What follows belongs to an exercise in optimizing a design on an open flow for small area; a production flow would make more cautious choices.
At most, simulation tests tie the RTL to the original design; equivalence was not proved.
Power is estimated from default activity; no workload was simulated.

## main
==> flow/design.v <==
`timescale 1ns / 1ps
module FIFO(
	input wire clk,
	input wire rst,
	input wire W_en,
	input wire R_en,
	input  wire [7:0] W_data,
	output wire [7:0] R_data,
	output reg Empty,
	output reg Full
);
	parameter FIFO_WIDTH = 8;	 
	parameter FIFO_DEPTH = 16;	 
	reg [4:0] W_Ptr;
	reg [4:0] R_Ptr;
	always @(posedge clk or negedge rst) begin  
		if(rst == 1'b0) begin
			W_Ptr <= 5'b0_0000;
			R_Ptr <= 5'b0_0000;
		end else begin
			if (W_en == 1'b1) W_Ptr <= W_Ptr + 1;
			if (R_en == 1'b1) R_Ptr <= R_Ptr + 1;
		end
	end
	reg [FIFO_WIDTH - 1:0] mem [0:FIFO_DEPTH - 1];
	integer i;
	always @(posedge clk or negedge rst) begin
		if (rst == 1'b0) begin
			for(i = 0; i < FIFO_DEPTH; i = i + 1)
				mem[i] <= 8'b0000_0000;
		end else begin
			if(W_en == 1'b1) mem[W_Ptr[3:0]] <= W_data;  
		end 
	end
	assign R_data = mem[R_Ptr[3:0]];  
	always @(posedge clk or negedge rst) begin	 
		if(rst == 1'b0) begin
			Empty = 0;
			Full = 0;
		end else begin
			if(W_Ptr == R_Ptr) Empty = 1'b1;
			else 			   Empty = 1'b0;
			if((W_Ptr[3:0] == R_Ptr[3:0]) && (W_Ptr[4] != R_Ptr[4]))
				 Full = 1'b1;
			else Full = 1'b0;													
		end
	end
endmodule
make LEC_CHECK=0 CAP_MARGIN=20 CORE_MARGIN=2 CORE_UTILIZATION=40 SLEW_MARGIN=20 finish   # period 6.0 ns
run.sh (not shown) runs the stock make flow with config.mk's settings and CLKGATE_MAP_FILE= SYNTH_SCRIPT=/design/flow/synth_recipe.tcl, a recipe that flattens the netlist after the stock synthesis.
Setup changes, main to the feature branch
==> flow/design.v <==
`timescale 1ns / 1ps
module FIFO(
	input wire clk,
	input wire rst,
	input wire W_en,
	input wire R_en,
	input  wire [7:0] W_data,
	output wire [7:0] R_data,
	output reg Empty,
	output reg Full
);
	reg [127:0] mem;
	reg [4:0] c;
	always @(posedge clk)
		if (W_en) mem <= {mem[119:0], W_data};
	wire [3:0] idx = ~c[3:0];
	assign R_data = mem[idx*8 +: 8];
	always @(posedge clk or negedge rst) begin
		if (rst == 1'b0) begin
			c <= 5'd0;
			Empty <= 1'b0;
			Full <= 1'b0;
		end else begin
			Empty <= ~c[4];
			Full <= c[4] & (c[3:0] == 4'd0);
			if (W_en & ~R_en) c <= c - 5'd1;
			else if (R_en & ~W_en) c <= c + 5'd1;
		end
	end
endmodule
[summary]
- Number of cells in the design after placement: the feature branch vs main down 287
- The feature branch vs. main: flip-flop and latch count went down by 3.6%.
- Result for the feature branch and main: all clean
- Taking main as the reference point, the total number of placement rows of the feature branch falls by 6.
- Compared to main, the feature branch reaches a higher achievable clock.
- The feature branch ends up with a area share of fa/ha/maj cells after synthesis that is 0.79 points lower than in main.
- Compared with main, placement density in the core of the feature branch is higher.
- For cell area after technology mapping, dividing the value from the feature branch by the value from main gives 0.79.
- Synthesis-to-layout area growth, the feature branch and main, lower one = main.
- Run comparison: main launching element of the worst setup path R_Ptr[0]$_DFFE_PN0P_; the feature branch launching element of the worst setup path c[0]$_DFFE_PN0P_
- Of the feature branch and main, the feature branch shows the lower switching share of power, with main above it.
- Post-route fraction of the period consumed by the critical path (higher): main
- Setup WNS main -> the feature branch: better
- Taking main as the reference point, the placement-stage cell area of the feature branch falls by 20%.
- The global routing usage on met3 on main is in line with that on the feature branch.
- The feature branch ends up with a share of cell area taken by muxes after synthesis that is 9.1 points lower than in main.

--- another note on this design; it stands on its own ---

Setup of job 105:
==> flow/design.v (excerpt) <==
module FIFO(
	input wire clk,
	input wire rst,
	input wire W_en,
	input wire R_en,
	input  wire [7:0] W_data,
	output wire [7:0] R_data,
	output reg Empty,
	output reg Full
);
Size: ~240 cells after synthesis, ~140 flip-flops, roughly 4800 µm² of cells after synthesis.
==> flow/config.mk <==
export PLATFORM = sky130hd
export DESIGN_NAME = FIFO
export DESIGN_NICKNAME = FIFO
export VERILOG_FILES = /design/flow/design.v
export SDC_FILE = /design/flow/constraint.sdc
export NUM_CORES = 4
export LEC_CHECK = 0
export CAP_MARGIN = 20
export CORE_MARGIN = 2
export CORE_UTILIZATION = 40
export CTS_BUF_LIST = sky130_fd_sc_hd__clkbuf_16
export CTS_CLUSTER_DIAMETER = 500
export CTS_CLUSTER_SIZE = 100
export SLEW_MARGIN = 20
export SYNTH_HIERARCHICAL = 1
==> flow/constraint.sdc <==
create_clock -name core_clock -period 6.0 [get_ports {clk}]
set_input_delay 1.2000 -clock core_clock [delete_from_list [all_inputs] [get_ports {clk}]]
set_output_delay 1.2000 -clock core_clock [all_outputs]
set_load 0.01 [all_outputs]
standard.sh (not shown) runs the stock make flow with config.mk's settings and CLKGATE_MAP_FILE= SYNTH_SCRIPT=/design/flow/synth_recipe.tcl, a recipe that flattens the netlist after the stock synthesis.
==> flow/flow/run.sh <==
#!/bin/bash
# Probe: run the standard layout unchanged, logging to standard.log.
bash standard.sh > standard.log 2>&1
## Diff of input files: job 101 against job 105
==> flow/run.sh (new file) <==
#!/bin/bash
# synth_recipe.tcl (not shown) runs the flow's synth.tcl, then flattens the netlist and writes it again
# the make line also repeats each setting of config.mk as NAME=value (left out here)
make -C /OpenROAD-flow-scripts/flow DESIGN_CONFIG=/design/flow/config.mk WORK_HOME=/design/flow/orfs CLKGATE_MAP_FILE= SYNTH_SCRIPT=/design/flow/synth_recipe.tcl finish
removed: flow/flow/run.sh
removed: flow/standard.sh
Findings:
Re final area: no difference whatsoever between job 101 and job 105.
Area added between synthesis and finish: job 101 vs job 105 identical
From job 101 to job 105, worst hold slack did not move at all.
Compared job 105 against job 101; number of tap instances within noise.
No functional check of the RTL was part of any run of this note.

[static timing again, ports no longer ideal]
No port has a modelled driver above. Below, the same layouts with a new extraction and two added sets of constraints.
Step 1: set_driving_cell puts a clkbuf_16 on clk and a buf_2 on each other input, an assumption about the parent block.
Step 2 moves the port delays by t, midway between the first and last clock arrival at a register: inputs arrive t later, outputs are due t later. That takes back most of the time a late clock gives input paths.
a / b / c = ideal / step 1 / step 2; a / b = the first two.
| run | t (ns) | slack for setup (ns) | clock arrival spread, ns | slew at the worst register clock pin (ns) |
|---|---|---|---|---|
| main | 0.468 | 1.321 / 1.278 / 1.746 | 0.008 / 0.009 | 0.06 / 0.06 |
| the feature branch | 0.440 | 1.848 / 1.811 / 2.251 | 0.006 / 0.007 | 0.06 / 0.06 |
| job 105 | 0.442 | 1.971 / 1.936 / 2.377 | 0.006 / 0.007 | 0.06 / 0.06 |
| job 101 | 0.442 | 1.971 / 1.936 / 2.377 | 0.006 / 0.007 | 0.06 / 0.06 |
After both steps every run listed still meets setup and hold.
